Context: an optimization exercise on an open-source flow, tuned for small area, a short achievable clock period and few clock cycles. The choices shown serve that exercise and are no tape-out recipe.
The RTL was checked by simulation tests, not by an equivalence proof against the original design.
Power and IR drop assume default switching activity.

### design/flow/constraint.sdc
create_clock -name core_clock -period 10.0 [get_ports {clk_in}]
set_input_delay 2.0000 -clock core_clock [delete_from_list [all_inputs] [get_ports {clk_in}]]
set_output_delay 2.0000 -clock core_clock [all_outputs]
set_load 0.01 [all_outputs]
### design/flow/config.mk
export PLATFORM = sky130hd
export DESIGN_NAME = gaussian_pyramid
export DESIGN_NICKNAME = gaussian_pyramid
export VERILOG_FILES = /design/flow/design.v
export SDC_FILE = /design/flow/constraint.sdc
export NUM_CORES = 8
export LEC_CHECK = 0
export CAP_MARGIN = 20
export CORE_MARGIN = 2
export CORE_UTILIZATION = 60
export SLEW_MARGIN = 20
export SYNTH_MEMORY_MAX_BITS = 16384
### design/flow/flow/run.sh
#!/bin/bash
set -euo pipefail
bash standard.sh SETUP_SLACK_MARGIN=6.5 BUFFER_PORTS_ARGS=-buffer_cell\ sky130_fd_sc_hd__buf_2 CTS_ARGS=-sink_clustering_enable\ -repair_clock_nets\ -dont_use_dummy_load\ -sink_clustering_size\ 30\ -sink_clustering_max_diameter\ 60 finish > standard_flow.log 2>&1
### design/flow/design.v
`timescale 1ns / 1ps
`default_nettype none
module blur_unit #(
    parameter W = 16,
    parameter FREE = 0
) (
    input wire clk_in,
    input wire rst_in,
    input wire in_v,
    input wire [7:0] in_d,
    input wire [2*$clog2(W)-1:0] in_addr,  
    output logic out_v,
    output logic [7:0] out_d,
    output logic [2*$clog2(W)-1:0] out_addr,
    output logic sub_v  
);
    localparam XW = $clog2(W);
    wire [XW-1:0] ix = in_addr[XW-1:0];
    wire [XW-1:0] iy = in_addr[2*XW-1:XW];
    logic [XW-1:0] fx;
    logic flushing;
    wire tok = in_v | flushing;
    logic [7:0] lb1 [0:W-1];
    logic [7:0] lb2 [0:W-1];
    always_ff @(posedge clk_in) begin
        if (FREE || tok) begin
            lb1[0] <= in_d;
            lb2[0] <= (iy == 0) ? in_d : lb1[W-1];
            for (int k = 1; k < W; k++) begin
                lb1[k] <= lb1[k-1];
                lb2[k] <= lb2[k-1];
            end
        end
    end
    wire [7:0] mid = lb1[W-1];
    wire [7:0] top = lb2[W-1];
    wire [7:0] bot = flushing ? mid : in_d;
    wire [9:0] vsum = {2'b00, top} + {1'b0, mid, 1'b0} + {2'b00, bot};
    wire vtok = (in_v && iy != 0) || flushing;
    wire [XW-1:0] vxn = flushing ? fx : ix;
    logic [9:0] vr;
    logic vv, vx0, vxl;
    always_ff @(posedge clk_in) begin
        vr <= vsum;
        vx0 <= vxn == 0;
        vxl <= vxn == W-1;
        if (rst_in) begin
            fx <= 0;
            flushing <= 0;
            vv <= 0;
        end else begin
            vv <= vtok;
            if (in_v && ix == W-1 && iy == W-1) flushing <= 1;
            if (flushing) begin
                fx <= fx + 1'b1;
                if (fx == W-1) flushing <= 0;
            end
        end
    end
    logic [9:0] ha, hb;
    logic pend;
    wire [9:0] tc = pend ? hb : vr;
    wire [11:0] hsum = {2'b00, ha} + {1'b0, hb, 1'b0} + {2'b00, tc};
    wire htok = (vv && !vx0) || pend;
    wire [2*XW-1:0] next_addr = out_addr + out_v;
    always_ff @(posedge clk_in) begin
        if (FREE || vv) begin
            ha <= vx0 ? vr : hb;
            hb <= vr;
        end
        out_d <= hsum[11:4];
        if (rst_in) begin
            pend <= 0;
            out_v <= 0;
            sub_v <= 0;
            out_addr <= 0;
        end else begin
            pend <= vv && vxl;
            out_v <= htok;
            sub_v <= htok && !next_addr[0] && !next_addr[XW];
            out_addr <= next_addr;
        end
    end
endmodule
`default_nettype wire
`timescale 1ns / 1ps
`default_nettype none
module gaussian_pyramid #(
                    parameter BIT_DEPTH = 8,
                    parameter TOP_WIDTH = 16,
                    parameter TOP_HEIGHT = 16
                    ) (
                    input wire clk_in,
                    input wire rst_in,
                    output logic [$clog2(TOP_WIDTH * TOP_HEIGHT)-1:0] ext_read_addr,
                    output logic ext_read_addr_valid,
                    input wire [BIT_DEPTH-1:0] ext_pixel_in,
                    output logic [$clog2(TOP_WIDTH * TOP_HEIGHT)-1:0] O1L1_write_addr,
                    output logic O1L1_write_valid,
                    output logic [BIT_DEPTH-1:0] O1L1_pixel_out,
                    output logic [$clog2(TOP_WIDTH * TOP_HEIGHT)-1:0] O1L2_write_addr,
                    output logic O1L2_write_valid,
                    output logic [BIT_DEPTH-1:0] O1L2_pixel_out,
                    output logic [$clog2(TOP_WIDTH * TOP_HEIGHT)-1:0] O1L3_write_addr,
                    output logic O1L3_write_valid,
                    output logic [BIT_DEPTH-1:0] O1L3_pixel_out,
                    output logic [$clog2(TOP_WIDTH / 2 * TOP_HEIGHT / 2)-1:0] O2L1_write_addr,
                    output logic O2L1_write_valid,
                    output logic [BIT_DEPTH-1:0] O2L1_pixel_out,
                    output logic [$clog2(TOP_WIDTH / 2 * TOP_HEIGHT / 2)-1:0] O2L2_write_addr,
                    output logic O2L2_write_valid,
                    output logic [BIT_DEPTH-1:0] O2L2_pixel_out,
                    output logic [$clog2(TOP_WIDTH / 2 * TOP_HEIGHT / 2)-1:0] O2L3_write_addr,
                    output logic O2L3_write_valid,
                    output logic [BIT_DEPTH-1:0] O2L3_pixel_out,
                    output logic [$clog2(TOP_WIDTH / 4 * TOP_HEIGHT / 4)-1:0] O3L1_write_addr,
                    output logic O3L1_write_valid,
                    output logic [BIT_DEPTH-1:0] O3L1_pixel_out,
                    output logic [$clog2(TOP_WIDTH / 4 * TOP_HEIGHT / 4)-1:0] O3L2_write_addr,
                    output logic O3L2_write_valid,
                    output logic [BIT_DEPTH-1:0] O3L2_pixel_out,
                    output logic [$clog2(TOP_WIDTH / 4 * TOP_HEIGHT / 4)-1:0] O3L3_write_addr,
                    output logic O3L3_write_valid,
                    output logic [BIT_DEPTH-1:0] O3L3_pixel_out,
                    input wire start_in,
                    output logic pyramid_done
                    );
    logic rd_v1, rd_v2;
    always_ff @(posedge clk_in) begin
        if (rst_in) begin
            ext_read_addr_valid <= 0;
            ext_read_addr <= 0;
            rd_v1 <= 0;
            rd_v2 <= 0;
            O1L1_write_valid <= 0;
            O1L1_write_addr <= 0;
        end else begin
            if (start_in) ext_read_addr_valid <= 1;
            else if (ext_read_addr == 8'hff) ext_read_addr_valid <= 0;
            ext_read_addr <= ext_read_addr + ext_read_addr_valid;
            rd_v1 <= ext_read_addr_valid;
            rd_v2 <= rd_v1;
            O1L1_write_valid <= rd_v2;
            O1L1_write_addr <= O1L1_write_addr + O1L1_write_valid;
        end
        O1L1_pixel_out <= ext_pixel_in;
    end
    logic o1_sub, o1l2_sub, o2_sub, o2l2_sub, o3l2_sub, o3l3_sub;
    blur_unit #(.W(16), .FREE(1)) b1 (
        .clk_in(clk_in), .rst_in(rst_in),
        .in_v(O1L1_write_valid), .in_d(O1L1_pixel_out), .in_addr(O1L1_write_addr),
        .out_v(O1L2_write_valid), .out_d(O1L2_pixel_out), .out_addr(O1L2_write_addr),
        .sub_v(o1l2_sub));
    blur_unit #(.W(16), .FREE(1)) b2 (
        .clk_in(clk_in), .rst_in(rst_in),
        .in_v(O1L2_write_valid), .in_d(O1L2_pixel_out), .in_addr(O1L2_write_addr),
        .out_v(O1L3_write_valid), .out_d(O1L3_pixel_out), .out_addr(O1L3_write_addr),
        .sub_v(o1_sub));
    assign O2L1_write_valid = o1_sub;
    assign O2L1_pixel_out = O1L3_pixel_out;
    assign O2L1_write_addr = {O1L3_write_addr[7:5], O1L3_write_addr[3:1]};
    blur_unit #(.W(8), .FREE(0)) b3 (
        .clk_in(clk_in), .rst_in(rst_in),
        .in_v(o1_sub), .in_d(O1L3_pixel_out), .in_addr(O2L1_write_addr),
        .out_v(O2L2_write_valid), .out_d(O2L2_pixel_out), .out_addr(O2L2_write_addr),
        .sub_v(o2l2_sub));
    blur_unit #(.W(8), .FREE(0)) b4 (
        .clk_in(clk_in), .rst_in(rst_in),
        .in_v(O2L2_write_valid), .in_d(O2L2_pixel_out), .in_addr(O2L2_write_addr),
        .out_v(O2L3_write_valid), .out_d(O2L3_pixel_out), .out_addr(O2L3_write_addr),
        .sub_v(o2_sub));
    assign O3L1_write_valid = o2_sub;
    assign O3L1_pixel_out = O2L3_pixel_out;
    assign O3L1_write_addr = {O2L3_write_addr[5:4], O2L3_write_addr[2:1]};
    blur_unit #(.W(4), .FREE(0)) b5 (
        .clk_in(clk_in), .rst_in(rst_in),
        .in_v(o2_sub), .in_d(O2L3_pixel_out), .in_addr(O3L1_write_addr),
        .out_v(O3L2_write_valid), .out_d(O3L2_pixel_out), .out_addr(O3L2_write_addr),
        .sub_v(o3l2_sub));
    blur_unit #(.W(4), .FREE(0)) b6 (
        .clk_in(clk_in), .rst_in(rst_in),
        .in_v(O3L2_write_valid), .in_d(O3L2_pixel_out), .in_addr(O3L2_write_addr),
        .out_v(O3L3_write_valid), .out_d(O3L3_pixel_out), .out_addr(O3L3_write_addr),
        .sub_v(o3l3_sub));
    always_ff @(posedge clk_in) begin
        if (rst_in) pyramid_done <= 0;
        else pyramid_done <= O3L3_write_valid && O3L3_write_addr == 4'hf;
    end
endmodule
`default_nettype wire
### design/flow/standard.sh
#!/bin/bash
# synth_recipe.tcl (not shown) runs the flow's synth.tcl, then flattens the netlist and writes it again
# the make line also repeats each setting of config.mk as NAME=value (left out here)
make -C /OpenROAD-flow-scripts/flow DESIGN_CONFIG=/design/flow/config.mk WORK_HOME=/design/flow/orfs CLKGATE_MAP_FILE= SYNTH_SCRIPT=/design/flow/synth_recipe.tcl "${@:-finish}"
==> metrics.md, run 1 <==
| Metric | Value |
|---|---|
| Status | no timing/DRC/antenna violations |
| N_diodes | 0 |
| Vias in the first global route | 18,117 |
| Cell chain of the critical path | buf_2 |
| Reg2Reg Depth | 8 |
| Full die area | 0.06871 mm² |
| Cell taking the most area after synthesis | dfxtp_1 |
| Power Dens Cells | 287.4 mW/mm² |
| RSZ-0062 raised after global routing | no |
| GPL Wtd Cong | 0.7957 |
| Hpwl dp | 39,790 µm |
| Overall Power | 12.43 mW |
| Synth warnings | 10 |
| Row count | 94 |
| HP Class | flop to flop |
| Routed via count | 18,049 |
| Initial antenna violation count | 1 |
| CP Class | flop to output pin |
| CTS Root Cell | clkbuf_16 |
| Insertion delay to the later sink of the worst-skew pair | 0.62 ns |
| Leakage | 16.75 nW |
| Final ANT Viol Nets | 0 |
| Layout cells sized above 1 | 16.88% |
| Multi-input gate area | 0.009797 mm² |
| Crit path time final | 3.383 ns |
| Final Hold Fails | 0 |
| Hold_buf cts | 0 |
| RR Startpoint | b4.pend |
| Ys async rst share | 0% |
| Nets | 2,871 |
| Seq/Total Area, Yosys | 73.96% |
| Synth area leaders | dfxtp_1 39%, edfxtp_1 35%, mux2_2 5.4%, fa_1 5.1%, ha_1 4.1% |
| Chip Width | 262.1 µm |
| Final setup vio count | 0 |
| Period utilization | 33.83% |
| Max Cap Violations | 0 |
| Filler cell count | 4,639 |
| RR Endpoint | b4.out_d[6] |
| CTS tree | done |
| Setup crit end kind | output pin |
| FF+latch count, synth | 1,245 |
| Netlist Area Pre-Place | 0.03998 mm² |
| Count of cell types in the netlist | 54 |
| Fmax achieved | 0.2956 GHz |
| Slowest-stage cell, CP | dfxtp_1 |
| Starting Density | 60.70% |
| Worst path depth | 1 |
| Critical Path Start Type | flop |
| CTS buffer count | 67 |
| Number of iterations in the first detailed-routing pass | 4 |
| I/O pins | 156 |
| Slew @ Worst Pin | 1.013 ns |
| Top delay family on crit path | flip-flops |
| Synthesized Nets | 2,701 |
| Max stage delay on crit path | 0.58 ns |
| H-tree levels | 3 |
| Avg Cell Area, Syn | 16.28 µm² |
| Port Buffers | 155 |
| Vias/cell | 5.175 |
| Overall die height | 262.1 µm |
| Sum of negative setup slack | 0 ns |
| First DRT Iteration DRCs | 1,041 |
| Clock Skew | 0.05980 ns |
| Hold path start | b2.lb2[13][0] |
| CTS clk-pin slew, worst paths | 0.10 ns |
| Main flop type after synthesis | dfxtp_1 |
| Yosys top cell area share | 39.11% |
| Data required time at the worst endpoint | 8.00 ns |
| GRT Overall Usage | 17.50% |
| Sinks on Clock Net | 1,245 |
| Grt total ovfl | 0 |
| Clock buffer depth | 3 |
| Seq. cell area | 0.02958 mm² |
| WHS Path Cells | 0 |
| Largest net degree at the start of global routing | 78 |
| Residual DRC count | 0 |
| Post-synth EDFFs | 464 |
| Dpl cells | 3,421 |
| Number of buffer and inverter stages on the critical path | 1 |
| Count of final max-slew check failures | 0 |
| Final cell count without fillers | 3,488 |
| Area Overhead vs Synth | 8.203% |
| Reg-to-reg slack, setup | 6.87 ns |
| First-pass GRT wire length | 94,060 µm |
| Worst-path maximum fanout | 5 |
| Slew Limit Headroom | 32.37% |
| Worst vdd ir | 0.0002003 V |
| WHS Endpoint | b2.lb2[14][0] |
| Worst path arrival time | 1.38 ns |
| Core Footprint | 0.06586 mm² |
| Gate Count Post-Synth | 2,456 |
| Post-DR wirelength/cell | 16.86 µm |
| WL final | 58,790 µm |
-- report_power, final --
group / switching (mW) / internal [mW]
combinational: 1.56 / 1.48
sequential: 0.493 / 6.26
clock: 1.43 / 1.20
total: 3.48 / 8.95
-- worst max-delay path by stage --
stage,from,end,slack [ns]
floorplan,b3.flushing,b3.lb1[0][0],6.96
CTS,b2.out_d[4],O1L3_pixel_out[4],6.52
global route,b2.out_d[3],O2L1_pixel_out[3],6.54
detailed placement,rst_in,b4.sub_v,6.51
finish,b4.out_d[5],O2L3_pixel_out[5],6.62
global placement,rst_in,b4.sub_v,6.55
-- routing by layer --
| metal | part of all wire [%] | GRT usage [%] | vias to the layer above |
|---|---|---|---|
| met1 | 47 | 24.37 | 8905 |
| met4 | 2.4 | 4.944 | 0 |
| li1 | - | - | 8807 |
| met5 | 0 | 0 | - |
| met3 | 3.7 | 3.289 | 99 |
| met2 | 47 | 28.40 | 238 |
-- sequential cells by signal, summed over array words and instances (netlist names), 64 cells and up --
register	cells
b1.lb1	128
b1.lb2	128
b2.lb1	128
b2.lb2	128
b3.lb1	64
b3.lb2	64
b4.lb1	64
b4.lb2	64
-- through the flow --
| stage | hold slack [ns] | area, µm² | util [%] | setup slack [ns] |
|---|---|---|---|---|
| 6_report | 0.2824 | 43260 | 65.68 | 6.617 |
| 5_1_grt | 0.2905 | 43260 | 65.68 | 6.536 |
| 4_1_cts | 0.2849 | 43250 | 65.66 | 6.518 |
| 3_5_place_dp | 0.3121 | 41570 | 63.12 | 6.515 |
| 3_3_place_gp | 0.3096 | 41570 | 63.11 | 6.552 |
| 2_1_floorplan | 0.3096 | 39980 | - | 6.956 |
-- cell usage in the layout (no fill, tap or decap), types with 3 or more instances in the layout --
master / n
a21boi_0: 7
a21o_1: 13
a21oi_1: 69
and2_1: 4
and3_1: 6
buf_2: 154
buf_4: 8
clkbuf_16: 67
dfxtp_1: 773
dfxtp_2: 8
edfxtp_1: 464
fa_1: 102
ha_1: 132
inv_1: 78
mux2_2: 190
mux2i_1: 26
nand2_1: 45
nand3_1: 28
nand4_1: 20
nor2_1: 151
nor2b_1: 21
nor3_1: 13
nor3_2: 3
o21a_1: 14
o21ai_0: 39
o21bai_1: 15
o22ai_1: 5
o31ai_1: 10
or3_1: 3
or4_1: 3
xnor2_1: 51
xor2_1: 64
-- cells in the mapped netlist, types with 2 or more instances --
master,instances
and3b_1,2
nand4_1,20
nor3_1,13
fa_1,102
ha_1,132
a311oi_1,2
nand2b_1,2
or4b_2,2
o21a_1,14
nor2_1,152
buf_1,5
nand3_1,28
nor2b_1,21
o31ai_1,10
xnor2_1,51
a21o_1,13
nor3_2,3
nand2_1,45
o21ai_0,39
a31oi_1,2
or3_1,3
o211ai_1,2
clkbuf_1,30
mux2i_1,26
buf_4,26
a311o_1,2
o22ai_1,5
and3_1,6
mux2_2,190
dfxtp_1,781
o41ai_1,2
or2_2,4
a21oi_1,69
o21bai_1,15
and4_1,2
a21boi_0,7
edfxtp_1,464
nand4b_1,2
xor2_1,64
or4_1,3
and2_1,4
nor4_2,2
inv_1,78
-- cell families (layout without fill, tap and decap cells) --
family | after synthesis | in the layout | share of synthesized area (%)
simple gates | 315 | 315 | 3.699
mux | 216 | 216 | 6.003
compound gates | 192 | 192 | 3.027
fa+ha+maj | 234 | 234 | 9.239
buf+inv | 139 | 307 | 1.549
flops | 1245 | 1245 | 73.96
xor+xnor | 115 | 115 | 2.519
-- final cells by class --
class                   count  area share [%]
well taps                 864           2.499
flip-flops and latches   1245           68.38
repair buffers            162           1.921
multi-input cells        1072           22.65
inverters                  78          0.6768
clock buffers              67           3.876
-- repair_timing --
action / CTS / global route
setup buffers: 0 / 0
endpoints found under the setup margin: 2 / 11
resized for setup: 1 / 7
Testbench counts, summed over its fixed seeds: cycles 7,392.
==> run 2, diff against run 1 <==
==> design/flow/flow/run.sh (replaced) <==
#!/bin/bash
set -euo pipefail
bash standard.sh SETUP_SLACK_MARGIN=7.5 BUFFER_PORTS_ARGS=-buffer_cell\ sky130_fd_sc_hd__buf_2 CTS_ARGS=-sink_clustering_enable\ -repair_clock_nets\ -dont_use_dummy_load\ -sink_clustering_size\ 30\ -sink_clustering_max_diameter\ 60 finish > standard_flow.log 2>&1
==> run 2 against run 1 <==
  * Still clean on timing, DRC and antenna
  * Clock power is essentially flat
  * Combinational power is 54% higher
  * Setup slack improved by 0.20 ns
  * Register-to-register slack better by 0.35 ns
  * Non-clock buffer count up 222
  * First-iteration DRC count is 5.9% higher
  * Synthesized cell count unchanged
  * Power grew 13%
  * Cell count increased by 6.3%
  * Critical path type unchanged
  * Critical endpoint is now O2L1_pixel_out[6]
==> metrics.md, run 2 <==
| Metric | Value |
|---|---|
| WL final | 66,280 µm (+13%) |
| Dominant cell by count in the synthesized netlist | dfxtp_1 |
| Post-Synth Simple-Gate Area | 3.699% (unchanged) |
| XOR/XNOR Fraction of Synth Area | 2.519% (unchanged) |
| Synthesized Nets | 2,701 (unchanged) |
| Nets | 3,092 (+7.7%) |
| Part of the power in registers | 48.1% (-6.3 points) |
| Most common cell after layout, fill and taps aside | dfxtp_1 |
| Worst path depth | 1 (unchanged) |
| Slew Limit Headroom | 28.46% (-3.9 points) |
| RSZ-0062 raised after global routing | yes |
| Fmax achieved | 0.3142 GHz (+6.3%) |
| Multi-input gate area | 0.01104 mm² (+13%) |
| Synth warnings | 10 (unchanged) |
| Leakage | 18.35 nW (+9.5%) |
| Max Cap Violations | 0 (unchanged) |
| RR Endpoint | b5.out_d[7] |
| Worst path arrival time | 1.18 ns (-0.20 ns) |
| Worst vdd ir | 0.0002254 V (+13%) |
| Critical Path Start Type | flop |
| Power Dens Cells | 295.8 mW/mm² (+2.9%) |
| Full die area | 0.06871 mm² (unchanged) |
| Data required time at the worst endpoint | 8.00 ns (about the same) |
| Layout cells sized above 1 | 33.81% (+17 points) |
| Clock buffer depth | 3 (unchanged) |
| Combinational Power Share | 33.3% (+8.8 points) |
| Crit path to | O2L1_pixel_out[6] |
| Starting Density | 60.70% (unchanged) |
| Period utilization | 31.83% (-2.0 points) |
| Number of iterations in the first detailed-routing pass | 7 (+3) |
| Largest net degree at the start of global routing | 101 (+29%) |
| Hold_buf cts | 0 (unchanged) |
| CTS Root Cell | clkbuf_16 |
| Number of buffer and inverter stages on the critical path | 1 (unchanged) |
| Compound-gate portion of the synthesized area | 3.027% (unchanged) |
| Mux contribution to synthesized area | 6.003% (unchanged) |
| Sinks on Clock Net | 1,245 (unchanged) |
| Ys async rst share | 0% (unchanged) |
| Yosys top cell area share | 39.11% (unchanged) |
| RR Startpoint | b5.pend |
| Fin area | 0.04762 mm² (+10%) |
| Insertion delay to the later sink of the worst-skew pair | 0.63 ns (about the same) |
| Switching Fraction | 28.91% (+0.88 points) |
| Crit path time final | 3.183 ns (-0.2003 ns) |
| Final setup vio count | 0 (unchanged) |
| Main combinational cell family by area after synthesis | adder cells |
| Vias/cell | 5.176 (about the same) |
| Adder-cell area share of the yosys netlist | 9.239% (unchanged) |
| Commonest non-fill, non-tap cells in the layout | 651 x dfxtp_1, 464 x edfxtp_1, 192 x buf_4 |
| CP Class | flop to output pin |
| Sum of negative setup slack | 0 ns (unchanged) |
| Initial antenna violation count | 0 (-1) |
| Cell chain of the critical path | buf_6 |
| Final Hold Fails | 0 (unchanged) |
| Overall die height | 262.1 µm (unchanged) |
| Count of final max-slew check failures | 0 (unchanged) |
| Main flop type after synthesis | dfxtp_1 |
| I/O pins | 156 (unchanged) |
| Reg-to-reg slack, setup | 7.22 ns (+0.35 ns) |
| Fin util | 72.30% (+6.6 points) |
| Slowest-stage cell, CP | dfxtp_4 |
| Critical Path Start | b2.out_d[6] |
| Sw power | 4.072 mW (+17%) |
| Status | no timing/DRC/antenna violations |
| Gate Count Post-Synth | 2,456 (unchanged) |
| Vias in the first global route | 19,425 (+7.2%) |
| Max stage delay on crit path | 0.43 ns (-0.15 ns) |
| Seq/Total Area, Yosys | 73.96% (unchanged) |
| Overall Power | 14.09 mW (+13%) |
| H-tree levels | 3 (unchanged) |
| Cell taking the most area after synthesis | dfxtp_1 |
| Post-synth top cells | 781 x dfxtp_1, 464 x edfxtp_1, 190 x mux2_2, 152 x nor2_1, 132 x ha_1 |
| Area Overhead vs Synth | 19.12% |
| Placement Cell Area | 0.04183 mm² (+0.62%) |
| Count of cell types in the netlist | 54 (unchanged) |
| CTS clk-pin slew, worst paths | 0.10 ns (about the same) |
| GRT Overall Usage | 19.20% (+1.7 points) |
| Avg Cell Area, Syn | 16.28 µm² (unchanged) |
| Chip Width | 262.1 µm (unchanged) |
| Internal power | 10.01 mW (+12%) |
| Residual DRC count | 0 (unchanged) |
| Reg2Reg Depth | 9 (+1) |
| First-pass GRT wire length | 102,400 µm (+8.8%) |
| Filler cell count | 4,136 (-11%) |
| Grt total ovfl | 0 (unchanged) |
| Top delay family on crit path | flip-flops |
| Hold slack | 0.2728 ns (-0.009594 ns) |
| Seq. cell area | 0.02996 mm² (+1.3%) |
| Core Footprint | 0.06586 mm² (unchanged) |
| CTS buffer count | 66 (-1.5%) |
| CTS tree | done |
| Clock Skew | 0.06335 ns (+0.003544 ns) |
| Setup crit end kind | output pin |
| Post-synth EDFFs | 464 (unchanged) |
| Port Buffers | 155 (unchanged) |
| Final ANT Viol Nets | 0 (unchanged) |
| Slew @ Worst Pin | 1.069 ns (+0.05609 ns) |
| GPL Wtd Cong | 0.7698 (-3.3%) |
| First DRT Iteration DRCs | 1,102 (+5.9%) |
| Synth area leaders | dfxtp_1 39%, edfxtp_1 35%, mux2_2 5.4%, fa_1 5.1%, ha_1 4.1% |
| Hpwl dp | 40,150 µm (+0.92%) |
| Worst-path maximum fanout | 5 (unchanged) |
| Routed via count | 19,198 (+6.4%) |
| HP Class | flop to flop |
| Row count | 94 (unchanged) |
| Post-DR wirelength/cell | 17.87 µm (+6.0%) |
| FF+latch count, synth | 1,245 (unchanged) |
| Clock power frac | 18.6% (-2.6 points) |
| N_diodes | 0 (unchanged) |
| Netlist Area Pre-Place | 0.03998 mm² (unchanged) |
-- run 2: what timing repair did --
item / in CTS / in global routing
endpoints found under the setup margin: 478 / 203
buffers inserted: 172 / 50
pin swaps: 57 / 108
gates resized for setup: 408 / 174
-- run 2: metal layers --
metal  vias up  track usage, %  part of all wire [%]
met5         -               0                     0
met4         0           5.634                   2.5
met3        94           3.974                   4.2
met2       285           31.07                    48
met1      9561           26.49                    46
li1       9258               -                     -
-- run 2: final cells by class --
| class | count | area share (%) |
|---|---|---|
| Sequential cell | 1245 | 62.91 |
| Multi-Input combinational cell | 1072 | 23.18 |
| Timing Repair Buffer | 384 | 7.554 |
| Clock buffer | 66 | 3.468 |
| Tap cell | 864 | 2.270 |
| Inverter | 78 | 0.6201 |
-- run 2: cell families after synthesis --
kind of cell             Yosys count
XOR/XNOR                         115
AO/OA/AOI/OAI                    192
AND/OR/NAND/NOR                  315
flip-flops                      1245
buffers and inverters            139
multiplexers                     216
adder cells (fa/ha/maj)          234
-- run 2: power groups by stage --
stage / Combinational [mW] / Sequential (mW) / Clock (mW)
global placement: 3.12 / 6.87 / 0
global route: 5.16 / 6.88 / 2.87
CTS: 3.89 / 6.78 / 2.71
floorplan: 2.54 / 6.69 / 0
finish: 4.69 / 6.77 / 2.62
detailed placement: 3.19 / 6.90 / 0
-- run 2: worst min path at each step --
stage                        from       endpoint  slack, ns  cells after the start
finish               b1.lb2[5][5]   b1.lb2[6][5]       0.27                      0
global route         b1.lb1[9][5]  b1.lb1[10][5]       0.27                      0
global placement     b2.lb2[0][0]   b2.lb2[1][0]       0.31                      0
floorplan            b1.lb1[9][0]  b1.lb1[10][0]       0.31                      0
CTS                  b1.lb2[5][5]   b1.lb2[6][5]       0.28                      0
detailed placement  b2.lb2[14][0]  b2.lb2[15][0]       0.31                      0
-- run 2: through the flow --
step | cells | setup slack [ns]
CTS | 3658 | 6.778
global placement | 3420 | 6.666
global route | 3709 | 6.757
finish | 3709 | 6.817
detailed placement | 3420 | 6.603
floorplan | 2456 | 7.383
==> run 3, diff against run 2 <==
==> design/flow/flow/run.sh (replaced) <==
#!/bin/bash
set -euo pipefail
bash standard.sh SETUP_SLACK_MARGIN=7 BUFFER_PORTS_ARGS=-buffer_cell\ sky130_fd_sc_hd__buf_2 CTS_ARGS=-sink_clustering_enable\ -repair_clock_nets\ -dont_use_dummy_load\ -sink_clustering_size\ 30\ -sink_clustering_max_diameter\ 60 finish > standard_flow.log 2>&1
--- a/design/flow/config.mk
+++ b/design/flow/config.mk
@@ -6,4 +6,5 @@
 export NUM_CORES = 8
 export LEC_CHECK = 0
+export ABC_AREA = 1
 export CAP_MARGIN = 20
 export CORE_MARGIN = 2
==> run 3 against run 2 <==
  * Still clean on timing, DRC and antenna
  * Sequential share of layout area rose by 1.7 points
  * First-iteration DRC count rose by 15%
  * Maximum frequency grew 1.5%
  * Register-to-register slack worse by 0.06 ns
  * Sequential power hardly changed
  * Clock power hardly changed
  * Critical endpoint is now O2L1_pixel_out[3]
==> metrics.md, run 3 <==
| Metric | Value |
|---|---|
| Status | no timing/DRC/antenna violations |
| First-pass GRT wire length | 108,200 µm (+5.7%) |
| Netlist Area Pre-Place | 0.04104 mm² (+2.7%) |
| H-tree levels | 3 (unchanged) |
| Final setup vio count | 0 (unchanged) |
| Synth warnings | 10 (unchanged) |
| Reg2Reg Depth | 10 (+1) |
| Port Buffers | 155 (unchanged) |
| Hold_buf cts | 0 (unchanged) |
| Final Hold Fails | 0 (unchanged) |
| GRT Overall Usage | 19.27% (+0.073 points) |
| Number of buffer and inverter stages on the critical path | 1 (unchanged) |
| I/O pins | 156 (unchanged) |
| HP Class | flop to flop |
| Internal power | 9.196 mW (-8.2%) |
| Worst vdd ir | 0.0002352 V (+4.4%) |
| Row count | 95 (+1.1%) |
| Sw power | 4.119 mW (+1.1%) |
| Leakage | 19.11 nW (+4.2%) |
| Data required time at the worst endpoint | 8.00 ns (about the same) |
| FF+latch count, synth | 1,245 (unchanged) |
| First DRT Iteration DRCs | 1,263 (+15%) |
| Max Cap Violations | 0 (unchanged) |
| Slew @ Worst Pin | 1.093 ns (+0.02371 ns) |
| WHS Path Cells | 0 (unchanged) |
| CTS Root Cell | clkbuf_16 |
| Residual DRC count | 0 (unchanged) |
| Top delay family on crit path | flip-flops |
| Core Footprint | 0.06740 mm² (+2.3%) |
| Post-DR wirelength/cell | 15.49 µm (-13%) |
| Hpwl dp | 44,110 µm (+9.8%) |
| Most common cell after layout, fill and taps aside | dfxtp_1 |
| Dominant cell by count in the synthesized netlist | dfxtp_1 |
| Yosys top cell area share | 38.10% (-1.0 points) |
| Area Overhead vs Synth | 12.67% |
| Clock buffer depth | 3 (unchanged) |
| Number of iterations in the first detailed-routing pass | 7 (unchanged) |
| Layout cells sized above 1 | 14.04% (-20 points) |
| Max stage delay on crit path | 0.41 ns (-0.02 ns) |
| Commonest non-fill, non-tap cells in the layout | 666 x dfxtp_1, 516 x nand2_1, 464 x edfxtp_1 |
| Overall die height | 265.5 µm (+1.3%) |
| Pre-CTS WS | 6.468 ns (-0.1345 ns) |
| Ys async rst share | 0% (unchanged) |
| Part of the power in registers | 50.7% (+2.6 points) |
| Clock Skew | 0.06694 ns (+0.003588 ns) |
| Cell chain of the critical path | buf_6 |
| Largest net degree at the start of global routing | 92 (-8.9%) |
| Post-synth EDFFs | 464 (unchanged) |
| WL final | 66,730 µm (+0.69%) |
| Seq/Total Area, Yosys | 72.05% (-1.9 points) |
| Full die area | 0.07051 mm² (+2.6%) |
| Vias in the first global route | 21,720 (+12%) |
| Vias/cell | 5.078 (-1.9%) |
| Chip Width | 265.5 µm (+1.3%) |
| Sum of negative setup slack | 0 ns (unchanged) |
| Grt total ovfl | 0 (unchanged) |
| Fmax achieved | 0.3188 GHz (+1.5%) |
| Main flop type after synthesis | dfxtp_1 |
| RSZ-0062 raised after global routing | yes |
| CP Class | flop to output pin |
| Sinks on Clock Net | 1,245 (unchanged) |
| Clock power frac | 19.8% (+1.2 points) |
| Slew Limit Headroom | 26.87% (-1.6 points) |
| Gate Count Post-Synth | 3,172 (+29%) |
| Dpl cells | 4,130 (+21%) |
| Synthesized Nets | 3,417 (+27%) |
| Insertion delay to the later sink of the worst-skew pair | 0.63 ns (about the same) |
| CTS tree | done |
| GPL Wtd Cong | 0.8666 (+13%) |
| Synth area leaders | dfxtp_1 38%, edfxtp_1 34%, fa_1 5.0%, nand2_1 4.7%, ha_1 4.0% |
| Switching Fraction | 30.93% (+2.0 points) |
| Routed via count | 21,876 (+14%) |
| CTS clk-pin slew, worst paths | 0.10 ns (about the same) |
| Nets | 3,681 (+19%) |
| Starting Density | 60.89% (+0.20 points) |
| Avg Cell Area, Syn | 12.94 µm² (-21%) |
| Worst path arrival time | 1.14 ns (-0.04 ns) |
| Slowest-stage cell, CP | dfxtp_4 |
| Final setup margin | 6.863 ns (+0.04598 ns) |
| Cell taking the most area after synthesis | dfxtp_1 |
| Count of final max-slew check failures | 0 (unchanged) |
| Worst-path maximum fanout | 4 (-1) |
| Combinational Power Share | 29.5% (-3.8 points) |
| Post-synth top cells | 781 x dfxtp_1, 517 x nand2_1, 464 x edfxtp_1, 308 x inv_1, 256 x o21ai_0 |
| Crit path time final | 3.137 ns (-0.04598 ns) |
| Period utilization | 31.37% (-0.46 points) |
| CTS buffer count | 67 (+1.5%) |
| Power Dens Cells | 288.0 mW/mm² (-2.6%) |
| Final cell count without fillers | 4,308 (+16%) |
| Worst path depth | 1 (unchanged) |
| Initial antenna violation count | 2 (+2) |
| Final ANT Viol Nets | 0 (unchanged) |
| Critical Path Start Type | flop |
| Setup crit end kind | output pin |
| Count of cell types in the netlist | 37 (-31%) |
[run 3: cell types whose count changed after synthesis, sizes merged, moves of 12 or more]
cell / change
nor2b: -21
inv: +237
xor2: -18
nand4: +12
nand2: +483
xnor2: -32
buf: +13
nor2: -20
mux2: -190
o21ai: +220
mux2i: -22
a21oi: +45
nand3: +41
[run 3: power by group through the flow]
stage	Sequential (mW)	Combinational (mW)	Clock (mW)
global route	6.86	4.54	2.89
detailed placement	6.86	3.62	0
global placement	6.82	3.54	0
finish	6.75	3.93	2.63
CTS	6.77	3.95	2.73
floorplan	6.69	2.75	0
[run 3: cell type report]
class	count	area, µm²
multi-input cells	1536	9896
inverters	315	1189
repair inverters	1	5.005
repair buffers	270	2515
diodes	1	2.502
well taps	873	1092
flip-flops and latches	1245	29860
fillers	4740	21160
clock buffers	67	1677
[run 3: path summary, 6_finish.rpt]
check / start / to / slack, ns
worst max-delay path: b2.out_d[3] / O2L1_pixel_out[3] / 6.86
worst min-delay path: b1.lb2[8][5] / b1.lb2[9][5] / 0.30
worst max register to register: b6.flushing / b6.vr[8] / 7.16
worst min register to register: b1.lb2[8][5] / b1.lb2[9][5] / 0.30
[run 3: logic make-up after synthesis]
kind of cell,Yosys count,synth area share [%]
fa+ha+maj,234,9.000
flops,1245,72.05
buf+inv,391,3.857
compound gates,430,5.579
mux,4,0.09756
xor+xnor,65,1.387
simple gates,803,8.031
[run 3: layer usage]
metal	GRT usage (%)	share of wire, %
met2	30.85	46
met3	4.036	4.3
met5	0	0
met4	5.573	2.4
met1	26.87	47
[run 3: repair_timing]
action,in CTS,in global routing
gates resized for setup,320,15
endpoints found under the hold margin,0,0
buffers inserted,95,14
gates cloned,0,1
setup endpoints to repair,146,151
[run 3: metrics by stage]
stage	utilization [%]	power (mW)	area (µm²)	hold slack, ns
global placement	63.15	10.36	42560	0.3101
CTS	68.36	13.46	46070	0.3001
detailed placement	63.15	10.48	42560	0.3121
finish	68.61	13.31	46240	0.3026
global route	68.61	14.29	46240	0.3087
floorplan	-	9.444	41040	0.3096
==> run 4, diff against run 3 <==
--- a/design/flow/config.mk
+++ b/design/flow/config.mk
@@ -6,5 +6,5 @@
 export NUM_CORES = 8
 export LEC_CHECK = 0
-export ABC_AREA = 1
+export ABC_CLOCK_PERIOD_IN_PS = 3000
 export CAP_MARGIN = 20
 export CORE_MARGIN = 2
==> run 4 against run 3 <==
  * Still clean on timing, DRC and antenna
  * Utilization rose by 0.55 points
  * Power decreased by 3.5%
  * First-iteration DRC count is 18% lower
  * Clock power is essentially flat
  * Hold slack lost 0.014 ns
  * Maximum frequency is 0.98% lower
  * Critical endpoint is now O1L3_pixel_out[4]
  * Largest power group unchanged
==> metrics.md, run 4 <==
| Metric | Value |
|---|---|
| Hpwl dp | 40,180 µm (-8.9%) |
| Crit path time final | 3.168 ns (+0.03097 ns) |
| First-pass GRT wire length | 99,090 µm (-8.4%) |
| CP Class | flop to output pin |
| Cell chain of the critical path | buf_6 |
| Insertion delay to the later sink of the worst-skew pair | 0.62 ns (about the same) |
| Starting Density | 60.70% (-0.20 points) |
| Combinational Power Share | 26.5% (-3.0 points) |
| Number of buffer and inverter stages on the critical path | 1 (unchanged) |
| Seq/Total Area, Yosys | 73.96% (+1.9 points) |
| Placement Cell Area | 0.04157 mm² (-2.3%) |
| Cell taking the most area after synthesis | dfxtp_1 |
| Layout cells sized above 1 | 25.45% (+11 points) |
| Number of iterations in the first detailed-routing pass | 6 (-1) |
| Gate Count Post-Synth | 2,456 (-23%) |
| Routing usage on met2 | 30.53% (-0.32 points) |
| WL final | 62,470 µm (-6.4%) |
| Vias in the first global route | 18,809 (-13%) |
| RR Endpoint | b5.vr[7] |
| Fmax achieved | 0.3157 GHz (-0.98%) |
| Part of the power in registers | 52.8% (+2.1 points) |
| Critical Path Start | b2.out_d[4] |
| Netlist Area Pre-Place | 0.03998 mm² (-2.6%) |
| Residual DRC count | 0 (unchanged) |
| Ys async rst share | 0% (unchanged) |
| Leakage | 17.67 nW (-7.6%) |
| Fin area | 0.04555 mm² (-1.5%) |
| Critical Path Start Type | flop |
| Met3 Use GR | 2.990% (-1.0 points) |
| Data required time at the worst endpoint | 8.00 ns (about the same) |
| Port Buffers | 155 (unchanged) |
| Final setup vio count | 0 (unchanged) |
| Clock power frac | 20.7% (+0.9 points) |
| Main flop type after synthesis | dfxtp_1 |
| Worst-path maximum fanout | 3 (-1) |
| WHS Endpoint | b2.lb2[9][0] |
| Worst vdd ir | 0.0001897 V (-19%) |
| FF+latch count, synth | 1,245 (unchanged) |
| Hold path start | b2.lb2[8][0] |
| Core Footprint | 0.06586 mm² (-2.3%) |
| Final setup margin | 6.832 ns (-0.03097 ns) |
| Max Cap Violations | 0 (unchanged) |
| Top delay family on crit path | flip-flops |
| Row count | 94 (-1.1%) |
| Post-synth top cells | 781 x dfxtp_1, 464 x edfxtp_1, 190 x mux2_2, 152 x nor2_1, 132 x ha_1 |
| Sw power | 3.581 mW (-13%) |
| Seq. cell area | 0.02996 mm² (+0.32%) |
| First DRT Iteration DRCs | 1,037 (-18%) |
| Synth warnings | 10 (unchanged) |
| Count of cell types in the netlist | 54 (+46%) |
| WHS Path Cells | 0 (unchanged) |
| RSZ-0062 raised after global routing | yes |
| GR peak layer | met2 |
| Largest net degree at the start of global routing | 92 (unchanged) |
| Final ANT Viol Nets | 0 (unchanged) |
| Worst path arrival time | 1.17 ns (+0.03 ns) |
| Period utilization | 31.68% (+0.31 points) |
| Initial antenna violation count | 1 (-1) |
| Synth area leaders | dfxtp_1 39%, edfxtp_1 35%, mux2_2 5.4%, fa_1 5.1%, ha_1 4.1% |
| Count of final max-slew check failures | 0 (unchanged) |
| Most common cell after layout, fill and taps aside | dfxtp_1 |
| H-tree levels | 3 (unchanged) |
| HP Class | flop to flop |
| GPL Wtd Cong | 0.7762 (-10%) |
| Switching Fraction | 27.88% (-3.1 points) |
| Synthesized Nets | 2,701 (-21%) |
| Chip Width | 262.1 µm (-1.3%) |
| Dominant cell by count in the synthesized netlist | dfxtp_1 |
| Final Hold Fails | 0 (unchanged) |
| I/O pins | 156 (unchanged) |
| Overall die height | 262.1 µm (-1.3%) |
| GRT Overall Usage | 18.53% (-0.75 points) |
| Yosys top cell area share | 39.11% (+1.0 points) |
| Slew Limit Headroom | 31.47% (+4.6 points) |
| Full die area | 0.06871 mm² (-2.5%) |
| Internal power | 9.263 mW (+0.73%) |
| Avg Cell Area, Syn | 16.28 µm² (+26%) |
| Nets | 2,997 (-19%) |
| Post-synth EDFFs | 464 (unchanged) |
| CTS clk-pin slew, worst paths | 0.10 ns (about the same) |
| CTS Root Cell | clkbuf_16 |
| Clock Skew | 0.05554 ns (-0.01139 ns) |
| Pre-CTS WS | 6.561 ns (+0.09316 ns) |
| Filler cell count | 4,351 (-8.2%) |
| CTS buffer count | 68 (+1.5%) |
| GRT met1 Usage | 25.76% (-1.1 points) |
| Slowest-stage cell, CP | dfxtp_4 |
| Area Overhead vs Synth | 13.94% |
| Reg-to-reg slack, setup | 7.11 ns (-0.05 ns) |
| Multi-input gate area | 0.009834 mm² (-0.62%) |
| Slew @ Worst Pin | 1.028 ns (-0.06489 ns) |
| Status | no timing/DRC/antenna violations |
| Vias/cell | 5.147 (+1.4%) |
| Post-DR wirelength/cell | 17.28 µm (+12%) |
| Sinks on Clock Net | 1,245 (unchanged) |
| Sum of negative setup slack | 0 ns (unchanged) |
| Commonest non-fill, non-tap cells in the layout | 650 x dfxtp_1, 464 x edfxtp_1, 190 x mux2_2 |
| Power Dens Cells | 282.0 mW/mm² (-2.1%) |
| CTS tree | done |
| Reg2Reg Depth | 10 (unchanged) |
| Setup crit end kind | output pin |
| Grt total ovfl | 0 (unchanged) |
| Routed via count | 18,608 (-15%) |
| RR Startpoint | b4.out_d[1] |
| Max stage delay on crit path | 0.42 ns (about the same) |
| Clock buffer depth | 3 (unchanged) |
==> run 4: area by class of cell <==
| class | count | share of cell area [%] |
|---|---|---|
| clock buffers | 68 | 3.736 |
| multi-input cells | 1072 | 21.59 |
| repair buffers | 287 | 5.884 |
| diodes | 1 | 0.005494 |
| well taps | 864 | 2.373 |
| inverters | 78 | 0.6428 |
| flip-flops and latches | 1245 | 65.77 |
==> run 4: cell families after synthesis <==
logic type | synth area share (%)
flops | 73.96
buf+inv | 1.549
fa+ha+maj | 9.239
mux | 6.003
simple gates | 3.699
compound gates | 3.027
xor+xnor | 2.519
==> run 4: worst max path at each step <==
stage                             end  slack (ns)  depth (start not counted)
CTS                 O2L1_pixel_out[4]        6.78                          1
global route        O1L3_pixel_out[4]        6.79                          1
floorplan                 b6.out_d[5]        7.03                          9
global placement             b4.sub_v        6.61                          4
finish              O1L3_pixel_out[4]        6.83                          1
detailed placement           b4.sub_v        6.56                          4
==> run 4: metrics by stage <==
step / power (mW) / hold WS, ns / instances / utilization [%]
floorplan: 9.074 / 0.3096 / 2456 / -
global placement: 9.895 / 0.3096 / 3421 / 63.11
detailed placement: 9.966 / 0.3121 / 3421 / 63.11
CTS: 12.97 / 0.2878 / 3595 / 68.77
global route: 13.67 / 0.2887 / 3614 / 69.15
finish: 12.84 / 0.2884 / 3615 / 69.16
==> run 4: routing by layer <==
| metal | share of wire [%] | vias to the layer above |
|---|---|---|
| met4 | 1.8 | 0 |
| met3 | 3.7 | 79 |
| met1 | 47 | 9195 |
| met5 | 0 | - |
| li1 | - | 9079 |
| met2 | 48 | 255 |
==> run 4: what timing repair did <==
item                                    4_1_cts  5_1_grt
resized for setup                           362       28
hold endpoints to repair                      0        0
hold buffers                                  0        0
endpoints found under the setup margin      173      171
pin swaps                                     0        2
setup buffers                               106       19
==> run 4: power by group through the flow <==
stage                     logic (mW)  registers, mW  clock network, mW
after floorplan                 2.39           6.68                  0
after global placement          3.03           6.87                  0
after detailed placement        3.07           6.90                  0
after CTS                       3.42           6.81               2.74
after global routing            3.88           6.89               2.91
final                           3.41           6.78               2.66
==> run 5, diff against run 4 <==
--- a/design/flow/config.mk
+++ b/design/flow/config.mk
@@ -6,5 +6,4 @@
 export NUM_CORES = 8
 export LEC_CHECK = 0
-export ABC_CLOCK_PERIOD_IN_PS = 3000
 export CAP_MARGIN = 20
 export CORE_MARGIN = 2
==> run 5 against run 4 <==
  * Still clean
  * Synthesized area unchanged
  * Non-clock buffer count unchanged
  * Sequential share of layout area unchanged
  * Largest power group unchanged
==> metrics.md, run 5 <==
| Metric | Value |
|---|---|
| Slowest-stage cell, CP | dfxtp_4 |
| I/O pins | 156 (unchanged) |
| Worst vdd ir | 0.0001897 V (unchanged) |
| CTS tree | done |
| Residual DRC count | 0 (unchanged) |
| Crit path time final | 3.168 ns (unchanged) |
| First DRT Iteration DRCs | 1,037 (unchanged) |
| CTS clk-pin slew, worst paths | 0.10 ns (about the same) |
| Layout cells sized above 1 | 25.45% (unchanged) |
| Post-DR wirelength/cell | 17.28 µm (unchanged) |
| Vias in the first global route | 18,809 (unchanged) |
| CTS Root Cell | clkbuf_16 |
| FF+latch count, synth | 1,245 (unchanged) |
| Routed via count | 18,608 (unchanged) |
| Commonest non-fill, non-tap cells in the layout | 650 x dfxtp_1, 464 x edfxtp_1, 190 x mux2_2 |
| Critical Path Start | b2.out_d[4] |
| Netlist Area Pre-Place | 0.03998 mm² (unchanged) |
| Setup crit end kind | output pin |
| Main flop type after synthesis | dfxtp_1 |
| Hold slack | 0.2884 ns (unchanged) |
| RR Startpoint | b4.out_d[1] |
| Power Dens Cells | 282.0 mW/mm² (unchanged) |
| Synth area leaders | dfxtp_1 39%, edfxtp_1 35%, mux2_2 5.4%, fa_1 5.1%, ha_1 4.1% |
| H-tree levels | 3 (unchanged) |
| Port Buffers | 155 (unchanged) |
| GPL Wtd Cong | 0.7762 (unchanged) |
| Data required time at the worst endpoint | 8.00 ns (about the same) |
| Sum of negative setup slack | 0 ns (unchanged) |
| Most common cell after layout, fill and taps aside | dfxtp_1 |
| Nets | 2,997 (unchanged) |
| First-pass GRT wire length | 99,090 µm (unchanged) |
| Chip Width | 262.1 µm (unchanged) |
| Full die area | 0.06871 mm² (unchanged) |
| Sinks on Clock Net | 1,245 (unchanged) |
| Post-synth EDFFs | 464 (unchanged) |
| Dominant cell by count in the synthesized netlist | dfxtp_1 |
| Seq/Total Area, Yosys | 73.96% (unchanged) |
| Slew Limit Headroom | 31.47% (unchanged) |
| Hold path start | b2.lb2[8][0] |
| Gate Count Post-Synth | 2,456 (unchanged) |
| Starting Density | 60.70% (unchanged) |
| RSZ-0062 raised after global routing | yes |
| Max stage delay on crit path | 0.42 ns (about the same) |
| Number of buffer and inverter stages on the critical path | 1 (unchanged) |
| Status | no timing/DRC/antenna violations |
| Initial antenna violation count | 1 (unchanged) |
| Overall Power | 12.84 mW (unchanged) |
| Filler cell count | 4,351 (unchanged) |
| Largest net degree at the start of global routing | 92 (unchanged) |
| Grt total ovfl | 0 (unchanged) |
| Hpwl dp | 40,180 µm (unchanged) |
| Avg Cell Area, Syn | 16.28 µm² (unchanged) |
| Final Hold Fails | 0 (unchanged) |
| Vias/cell | 5.147 (unchanged) |
| Cell chain of the critical path | buf_6 |
| Count of final max-slew check failures | 0 (unchanged) |
| Post-synth top cells | 781 x dfxtp_1, 464 x edfxtp_1, 190 x mux2_2, 152 x nor2_1, 132 x ha_1 |
| Slew @ Worst Pin | 1.028 ns (unchanged) |
| Period utilization | 31.68% (unchanged) |
| Clock Skew | 0.05554 ns (unchanged) |
| Ys async rst share | 0% (unchanged) |
| Clock buffer depth | 3 (unchanged) |
| Overall die height | 262.1 µm (unchanged) |
| Insertion delay to the later sink of the worst-skew pair | 0.62 ns (about the same) |
| Leakage | 17.67 nW (unchanged) |
| Synthesized Nets | 2,701 (unchanged) |
| Core Footprint | 0.06586 mm² (unchanged) |
| Yosys top cell area share | 39.11% (unchanged) |
| Synth warnings | 10 (unchanged) |
| Worst path arrival time | 1.17 ns (about the same) |
| Area Overhead vs Synth | 13.94% (unchanged) |
| CTS buffer count | 68 (unchanged) |
| Top delay family on crit path | flip-flops |
| Fmax achieved | 0.3157 GHz (unchanged) |
| WL final | 62,470 µm (unchanged) |
| Row count | 94 (unchanged) |
| Critical Path Start Type | flop |
| Final ANT Viol Nets | 0 (unchanged) |
| Cell taking the most area after synthesis | dfxtp_1 |
| Number of iterations in the first detailed-routing pass | 6 (unchanged) |
| CP Class | flop to output pin |
| Max Cap Violations | 0 (unchanged) |
| HP Class | flop to flop |
| Final setup vio count | 0 (unchanged) |
| GRT Overall Usage | 18.53% (unchanged) |
| Worst-path maximum fanout | 3 (unchanged) |
| Count of cell types in the netlist | 54 (unchanged) |
run 5: stage by stage:
step                      instances  cell area [µm²]  setup slack, ns  utilization, %
after floorplan                2456            39980            7.026               -
after global placement         3421            41570            6.606           63.11
after detailed placement       3421            41570            6.561           63.11
after CTS                      3595            45290            6.779           68.77
after global routing           3614            45550            6.788           69.15
final                          3615            45550            6.832           69.16
run 5: path summary, 6_finish.rpt:
kind	depth (start not counted)	to	slack [ns]
max reg2reg	10	b5.vr[7]	7.11
min	0	b2.lb2[9][0]	0.29
min reg2reg	0	b2.lb2[9][0]	0.29
max	1	O1L3_pixel_out[4]	6.83
run 5: final cells by class:
type / count / area, µm² / area share (%)
sequential: 1245 / 29960 / 65.77
inverter: 78 / 292.8 / 0.6428
timing repair buffer: 287 / 2680 / 5.884
antenna: 1 / 2.502 / 0.005494
clock buffer: 68 / 1702 / 3.736
tap: 864 / 1081 / 2.373
multi-input combinational: 1072 / 9834 / 21.59
run 5: cell families after synthesis:
group | share of synthesized area [%]
buffers and inverters | 1.549
and+or+nand+nor | 3.699
DFF | 73.96
muxes | 6.003
AOI/OAI and AO/OA | 3.027
adders and majority gates | 9.239
xor gates and xnor gates | 2.519
run 5: worst reg2reg max path, cell delays in order, from the launching register on:
cell	delay (ns)
dfxtp_4	0.38
buf_4	0.14
mux2_2	0.27
fa_1	0.48
ha_1	0.24
fa_1	0.40
a21o_1	0.19
a21oi_2	0.17
nor2_1	0.08
o31ai_2	0.22
a21boi_0	0.22
run 5: metal layers:
| metal | GRT usage, % | routed length [µm] | share of wire [%] | up-vias |
|---|---|---|---|---|
| li1 | - | - | - | 9079 |
| met5 | 0 | 0 | 0 | - |
| met2 | 30.53 | 29770 | 48 | 255 |
| met3 | 2.990 | 2319 | 3.7 | 79 |
| met1 | 25.76 | 29230 | 47 | 9195 |
| met4 | 5.116 | 1153 | 1.8 | 0 |
run 5: what timing repair did:
| action | 4_1_cts | 5_1_grt |
|---|---|---|
| resized for setup | 362 | 28 |
| pin swaps | 0 | 2 |
| hold buffers | 0 | 0 |
| endpoints found under the setup margin | 173 | 171 |
| buffers inserted | 106 | 19 |
| gates cloned | 0 | 0 |
run 5: power breakdown:
| group | switching, mW | internal, mW |
|---|---|---|
| Sequential | 0.470 | 6.31 |
| Clock | 1.44 | 1.22 |
| Combinational | 1.67 | 1.74 |
==> run 6, diff against run 5 <==
==> design/flow/flow/run.sh (replaced) <==
#!/bin/bash
set -euo pipefail
bash standard.sh SETUP_SLACK_MARGIN=7 BUFFER_PORTS_ARGS=-buffer_cell\ sky130_fd_sc_hd__buf_2 CTS_ARGS=-sink_clustering_enable\ -repair_clock_nets\ -dont_use_dummy_load\ -sink_clustering_size\ 20\ -sink_clustering_max_diameter\ 40 finish > standard_flow.log 2>&1
==> run 6 against run 5 <==
  * Highest routed layer unchanged
  * Hold slack got worse by 0.0020 ns
  * Largest power group unchanged
  * Sequential power barely moved
  * Synthesized cell count did not move
  * Via count up 2.6%
==> metrics.md, run 6 <==
| Metric | Value |
|---|---|
| Status | no timing/DRC/antenna violations |
| Commonest non-fill, non-tap cells in the layout | 650 x dfxtp_1, 464 x edfxtp_1, 190 x mux2_2 |
| CTS tree | done |
| Count of final max-slew check failures | 0 (unchanged) |
| WL final | 64,060 µm (+2.5%) |
| RR Startpoint | b2.flushing |
| Slew @ Worst Pin | 1.028 ns (-0.0001220 ns) |
| Gate Count Post-Synth | 2,456 (unchanged) |
| Cell chain of the critical path | buf_6 |
| FF+latch count, synth | 1,245 (unchanged) |
| Power Dens Cells | 300.9 mW/mm² (+6.7%) |
| Worst-path maximum fanout | 5 (+2) |
| WHS Path Cells | 0 (unchanged) |
| Row count | 94 (unchanged) |
| Data required time at the worst endpoint | 8.00 ns (about the same) |
| Synthesized Nets | 2,701 (unchanged) |
| Largest net degree at the start of global routing | 92 (unchanged) |
| Post-synth top cells | 781 x dfxtp_1, 464 x edfxtp_1, 190 x mux2_2, 152 x nor2_1, 132 x ha_1 |
| Worst path arrival time | 1.22 ns (+0.05 ns) |
| Sum of negative setup slack | 0 ns (unchanged) |
| Grt total ovfl | 0 (unchanged) |
| Initial antenna violation count | 1 (unchanged) |
| Reg2Reg Depth | 9 (-1) |
| Seq. cell area | 0.02996 mm² (about the same) |
| Chip Width | 262.1 µm (unchanged) |
| Fmax achieved | 0.3107 GHz (-1.6%) |
| Main flop type after synthesis | dfxtp_1 |
| Starting Density | 60.70% (unchanged) |
| Post-DR wirelength/cell | 17.39 µm (+0.65%) |
| Part of the power in registers | 47.8% (-5.0 points) |
| First DRT Iteration DRCs | 1,074 (+3.6%) |
| I/O pins | 156 (unchanged) |
| CTS clk-pin slew, worst paths | 0.06 ns (-0.04 ns) |
| Multi-input gate area | 0.009838 mm² (about the same) |
| Routed via count | 19,087 (+2.6%) |
| Vias/cell | 5.182 (+0.68%) |
| Hpwl dp | 40,180 µm (unchanged) |
| Final Hold Fails | 0 (unchanged) |
| Hold path start | b2.lb2[13][7] |
| Overall die height | 262.1 µm (unchanged) |
| Dpl cells | 3,421 (unchanged) |
| Vias in the first global route | 19,370 (+3.0%) |
| Full die area | 0.06871 mm² (unchanged) |
| Worst vdd ir | 0.0001948 V (+2.7%) |
| Setup crit end kind | output pin |
| Synth warnings | 10 (unchanged) |
| Area Overhead vs Synth | 18.11% |
| Top delay family on crit path | flip-flops |
| Filler cell count | 4,160 (-4.4%) |
| Netlist Area Pre-Place | 0.03998 mm² (unchanged) |
| Combinational Power Share | 24.1% (-2.4 points) |
| Max Cap Violations | 0 (unchanged) |
| Layout cells sized above 1 | 27.24% (+1.8 points) |
| Nets | 3,066 (+2.3%) |
| Critical Path Start | b4.out_d[5] |
| Post-synth EDFFs | 464 (unchanged) |
| Number of buffer and inverter stages on the critical path | 1 (unchanged) |
| Most common cell after layout, fill and taps aside | dfxtp_1 |
| Leakage | 18.49 nW (+4.7%) |
| Sw power | 3.818 mW (+6.6%) |
| GPL Wtd Cong | 0.7762 (unchanged) |
| Number of iterations in the first detailed-routing pass | 5 (-1) |
| Crit path time final | 3.219 ns (+0.05114 ns) |
| Cell taking the most area after synthesis | dfxtp_1 |
| Clock buffer depth | 3 (unchanged) |
| WHS Endpoint | b2.lb2[14][7] |
| Clock power frac | 28.0% (+7.3 points) |
| Core Footprint | 0.06586 mm² (unchanged) |
| Insertion delay to the later sink of the worst-skew pair | 0.70 ns (+0.08 ns) |
| First-pass GRT wire length | 101,300 µm (+2.3%) |
| Port Buffers | 155 (unchanged) |
| CTS buffer count | 133 (+96%) |
| Slew Limit Headroom | 31.48% (about the same) |
| Clock Skew | 0.05940 ns (+0.003856 ns) |
| Dominant cell by count in the synthesized netlist | dfxtp_1 |
| Critical Path Start Type | flop |
| Seq/Total Area, Yosys | 73.96% (unchanged) |
| Yosys top cell area share | 39.11% (unchanged) |
| RSZ-0062 raised after global routing | yes |
| Slowest-stage cell, CP | dfxtp_4 |
| Internal power | 10.39 mW (+12%) |
| RR Endpoint | b2.vr[7] |
| Ys async rst share | 0% (unchanged) |
| Switching Fraction | 26.87% (-1.0 points) |
| Synth area leaders | dfxtp_1 39%, edfxtp_1 35%, mux2_2 5.4%, fa_1 5.1%, ha_1 4.1% |
| Fin util | 71.69% (+2.5 points) |
| Final setup vio count | 0 (unchanged) |
| Avg Cell Area, Syn | 16.28 µm² (unchanged) |
| N_diodes | 0 (-1) |
| Final cell count without fillers | 3,683 (+1.9%) |
| Reg-to-reg slack, setup | 7.10 ns (about the same) |
| CTS Root Cell | clkbuf_16 |
| Count of cell types in the netlist | 54 (unchanged) |
| GRT Overall Usage | 19.15% (+0.62 points) |
| HP Class | flop to flop |
| CP Class | flop to output pin |
| Period utilization | 32.19% (+0.51 points) |
| Max stage delay on crit path | 0.40 ns (-0.02 ns) |
| Sinks on Clock Net | 1,245 (unchanged) |
| Final ANT Viol Nets | 0 (unchanged) |
| Residual DRC count | 0 (unchanged) |
| Hold_buf cts | 0 (unchanged) |
| H-tree levels | 4 (+1) |
run 6: cell counts after synthesis:
No cell type changed its count.
run 6: stage by stage:
| stage | total power, mW | worst slack (ns) | hold WS (ns) | instance area (µm²) |
|---|---|---|---|---|
| final | 14.21 | 6.781 | 0.2864 | 47220 |
| after global routing | 15.06 | 6.737 | 0.2792 | 47220 |
| after CTS | 14.34 | 6.730 | 0.2816 | 46910 |
| after detailed placement | 9.966 | 6.561 | 0.3121 | 41570 |
| after global placement | 9.895 | 6.606 | 0.3096 | 41570 |
| after floorplan | 9.074 | 7.026 | 0.3096 | 39980 |
run 6: how the worst max path moves through the flow:
stage	endpoint	slack (ns)	cells after the start
detailed placement	b4.sub_v	6.56	4
finish	O3L1_pixel_out[5]	6.78	1
floorplan	b6.out_d[5]	7.03	9
global route	O3L1_pixel_out[5]	6.74	1
CTS	O1L3_pixel_out[7]	6.73	1
global placement	b4.sub_v	6.61	4
run 6: metal layers:
| layer | vias to the layer above | wire (µm) | global-route usage, % | share of wire, % |
|---|---|---|---|---|
| met5 | - | 0 | 0 | 0 |
| met4 | 0 | 1487 | 7.250 | 2.3 |
| met3 | 120 | 2805 | 4.070 | 4.4 |
| met2 | 335 | 30650 | 30.86 | 48 |
| met1 | 9410 | 29120 | 25.75 | 45 |
| li1 | 9222 | - | - | - |
run 6: final cells by class:
type                            instances  area share [%]
Clock buffer                          133           7.049
Inverter                               78          0.6201
Multi-Input combinational cell       1072           20.84
Sequential cell                      1245           63.44
Tap cell                              864           2.289
Timing Repair Buffer                  291           5.766
run 6: cell families (layout without fill, tap and decap cells):
kind of cell / count (synthesis) / in the layout / synth area share (%)
DFF: 1245 / 1245 / 73.96
and+or+nand+nor: 315 / 315 / 3.699
adders and majority gates: 234 / 234 / 9.239
muxes: 216 / 216 / 6.003
AOI/OAI and AO/OA: 192 / 192 / 3.027
buffers and inverters: 139 / 502 / 1.549
xor gates and xnor gates: 115 / 115 / 2.519
run 6: timing repair:
item | in CTS | in global routing
endpoints found under the setup margin | 168 | 175
resized for setup | 363 | 29
setup buffers | 103 | 26
pin swaps | 0 | 2
run 6: worst register-to-register path, stage by stage, from the launching register on:
cell and delay (ns):
dfxtp_4 0.41, mux2_2 0.37, fa_1 0.44, ha_1 0.24, fa_1 0.42, a21o_1 0.17
a21oi_1 0.21, nor2_1 0.08, o31ai_1 0.27, a21boi_0 0.21
run 6: power by group through the flow:
stage          Clock (mW)  Combinational (mW)  Sequential [mW]
6_report             3.98                3.43             6.80
5_1_grt              4.28                3.89             6.90
4_1_cts              4.08                3.43             6.83
3_5_place_dp            0                3.07             6.90
3_3_place_gp            0                3.03             6.87
2_1_floorplan           0                2.39             6.68
==> run 7, diff against run 6 <==
==> design/flow/flow/run.sh (replaced) <==
#!/bin/bash
set -euo pipefail
bash standard.sh SETUP_SLACK_MARGIN=7 BUFFER_PORTS_ARGS=-buffer_cell\ sky130_fd_sc_hd__buf_2 CTS_ARGS=-sink_clustering_enable\ -repair_clock_nets\ -dont_use_dummy_load\ -sink_clustering_size\ 30\ -sink_clustering_max_diameter\ 60\ -sink_clustering_levels\ 1 finish > standard_flow.log 2>&1
==> run 7 against run 6 <==
  * Maximum frequency is 1.6% higher
  * Sequential power hardly changed
  * Largest cell class unchanged
  * Count of clock-buffer cells in the layout is 65 lower
  * Power is 9.6% lower
  * Non-clock buffer count is 4 lower
  * Global-route usage is 0.62 points lower
  * Still clean
  * Setup slack better by 0.051 ns
  * Synthesized cell count stayed put
==> metrics.md, run 7 <==
| Metric | Value |
|---|---|
| Status | no timing/DRC/antenna violations |
| Top sig layer | met4 |
| CTS clk-pin slew, worst paths | 0.10 ns (+0.04 ns) |
| Hpwl dp | 40,180 µm (unchanged) |
| Crit path time final | 3.168 ns (-0.05114 ns) |
| Worst vdd ir | 0.0001897 V (-2.6%) |
| Sinks on Clock Net | 1,245 (unchanged) |
| Final setup vio count | 0 (unchanged) |
| Max stage delay on crit path | 0.42 ns (+0.02 ns) |
| FF+latch count, synth | 1,245 (unchanged) |
| Synth warnings | 10 (unchanged) |
| Final cell count without fillers | 3,615 (-1.8%) |
| Residual DRC count | 0 (unchanged) |
| Setup crit end kind | output pin |
| Dominant cell by count in the synthesized netlist | dfxtp_1 |
| Final Hold Fails | 0 (unchanged) |
| Wire length on met2 | 29,770 µm (-2.9%) |
| RR Startpoint | b4.out_d[1] |
| Yosys top cell area share | 39.11% (unchanged) |
| Clock Skew | 0.05554 ns (-0.003856 ns) |
| Slew @ Worst Pin | 1.028 ns (+0.0001220 ns) |
| Top delay family on crit path | flip-flops |
| Core Footprint | 0.06586 mm² (unchanged) |
| Worst-path maximum fanout | 3 (-2) |
| WL met3 | 2319 µm (-17%) |
| GRT Overall Usage | 18.53% (-0.62 points) |
| First-pass GRT wire length | 99,090 µm (-2.2%) |
| Clock buffer depth | 3 (unchanged) |
| Data required time at the worst endpoint | 8.00 ns (about the same) |
| I/O pins | 156 (unchanged) |
| First DRT Iteration DRCs | 1,037 (-3.4%) |
| Netlist Area Pre-Place | 0.03998 mm² (unchanged) |
| Starting Density | 60.70% (unchanged) |
| Grt total ovfl | 0 (unchanged) |
| Main flop type after synthesis | dfxtp_1 |
| Cell taking the most area after synthesis | dfxtp_1 |
| Nets | 2,997 (-2.3%) |
| Insertion delay to the later sink of the worst-skew pair | 0.62 ns (-0.08 ns) |
| Slowest-stage cell, CP | dfxtp_4 |
| Full die area | 0.06871 mm² (unchanged) |
| Fmax achieved | 0.3157 GHz (+1.6%) |
| Avg Cell Area, Syn | 16.28 µm² (unchanged) |
| Area Overhead vs Synth | 13.94% |
| Port Buffers | 155 (unchanged) |
| Part of the power in registers | 52.8% (+5.0 points) |
| Routed via count | 18,608 (-2.5%) |
| Most common cell after layout, fill and taps aside | dfxtp_1 |
| Count of final max-slew check failures | 0 (unchanged) |
| Critical Path Start | b2.out_d[4] |
| Post-synth EDFFs | 464 (unchanged) |
| GPL Wtd Cong | 0.7762 (unchanged) |
| Gate Count Post-Synth | 2,456 (unchanged) |
| Worst path arrival time | 1.17 ns (-0.05 ns) |
| Ys async rst share | 0% (unchanged) |
| Cell chain of the critical path | buf_6 |
| Max Cap Violations | 0 (unchanged) |
| Fin util | 69.16% (-2.5 points) |
| Largest net degree at the start of global routing | 92 (unchanged) |
| Vias in the first global route | 18,809 (-2.9%) |
| CP Class | flop to output pin |
| Switching Fraction | 27.88% (+1.0 points) |
| WL final | 62,470 µm (-2.5%) |
| Post-Route M1 WL | 29,230 µm (+0.37%) |
| Number of iterations in the first detailed-routing pass | 6 (+1) |
| Leakage | 17.67 nW (-4.5%) |
| Dpl cells | 3,421 (unchanged) |
| Combinational Power Share | 26.5% (+2.4 points) |
| Number of buffer and inverter stages on the critical path | 1 (unchanged) |
| Seq. cell area | 0.02996 mm² (about the same) |
| Hold_buf cts | 0 (unchanged) |
| Period utilization | 31.68% (-0.51 points) |
-- run 7: cell counts after synthesis --
Identical to the previous run, type by type.
-- run 7: metrics by stage --
step / hold WS [ns] / total power [mW] / cell area [µm²] / setup slack (ns)
final: 0.2884 / 12.84 / 45550 / 6.832
after CTS: 0.2878 / 12.97 / 45290 / 6.779
after floorplan: 0.3096 / 9.074 / 39980 / 7.026
after global placement: 0.3096 / 9.895 / 41570 / 6.606
after global routing: 0.2887 / 13.67 / 45550 / 6.788
after detailed placement: 0.3121 / 9.966 / 41570 / 6.561
-- run 7: worst paths after layout --
kind / end / slack, ns / cells past startpoint
worst max-delay path: O1L3_pixel_out[4] / 6.83 / 1
worst min-delay path: b2.lb2[9][0] / 0.29 / 0
worst max register to register: b5.vr[7] / 7.11 / 10
worst min register to register: b2.lb2[9][0] / 0.29 / 0
-- run 7: timing repair --
action | 4_1_cts | 5_1_grt
hold endpoints to repair | 0 | 0
buffers inserted | 106 | 19
pin swaps | 0 | 2
resized for setup | 362 | 28
endpoints found under the setup margin | 173 | 171
-- run 7: power groups by stage --
stage | Sequential (mW) | Clock, mW | Combinational [mW]
floorplan | 6.68 | 0 | 2.39
global placement | 6.87 | 0 | 3.03
detailed placement | 6.90 | 0 | 3.07
CTS | 6.81 | 2.74 | 3.42
global route | 6.89 | 2.91 | 3.88
finish | 6.78 | 2.66 | 3.41
-- run 7: cell type report --
class                   count  area share [%]
diodes                      1        0.005494
repair buffers            287           5.884
inverters                  78          0.6428
well taps                 864           2.373
multi-input cells        1072           21.59
flip-flops and latches   1245           65.77
clock buffers              68           3.736
-- run 7: logic make-up (layout without fill, tap and decap cells) --
logic type / Yosys count / after routing / synth area share (%)
adders and majority gates: 234 / 234 / 9.239
buffers and inverters: 139 / 433 / 1.549
DFF: 1245 / 1245 / 73.96
AOI/OAI and AO/OA: 192 / 192 / 3.027
and+or+nand+nor: 315 / 315 / 3.699
other: 0 / 1 / 0
muxes: 216 / 216 / 6.003
xor gates and xnor gates: 115 / 115 / 2.519
-- run 7: per-layer routing --
metal,global-route usage (%),vias up
li1,-,9079
met3,2.990,79
met4,5.116,0
met2,30.53,255
met5,0,-
met1,25.76,9195

-- separate check: timing with driven ports --
Ports are ideal in the flow. The routed layouts listed here were re-timed in OpenROAD.
Step 1 assumes that a clkbuf_16 drives the clock port and a buf_2 every other input.
Step 2 also shifts input and output timing later by t, the mid clock arrival at the registers, as if the neighbouring blocks saw the same clock.
a / b / c = ideal ports / drivers / drivers and shift; a / b = the first two.
run | t, ns | setup slack, ns
run 1 | 0.656 | 6.617 / 6.554 / 6.471
run 2 | 0.662 | 6.817 / 6.749 / 6.895
run 3 | 0.656 | 6.863 / 6.803 / 6.733
run 4 | 0.653 | 6.832 / 6.771 / 6.547
run 5 | 0.653 | 6.832 / 6.771 / 6.547
run 6 | 0.738 | 6.781 / 6.719 / 6.541
run 7 | 0.653 | 6.832 / 6.771 / 6.547
After both steps every run listed still meets setup and hold.
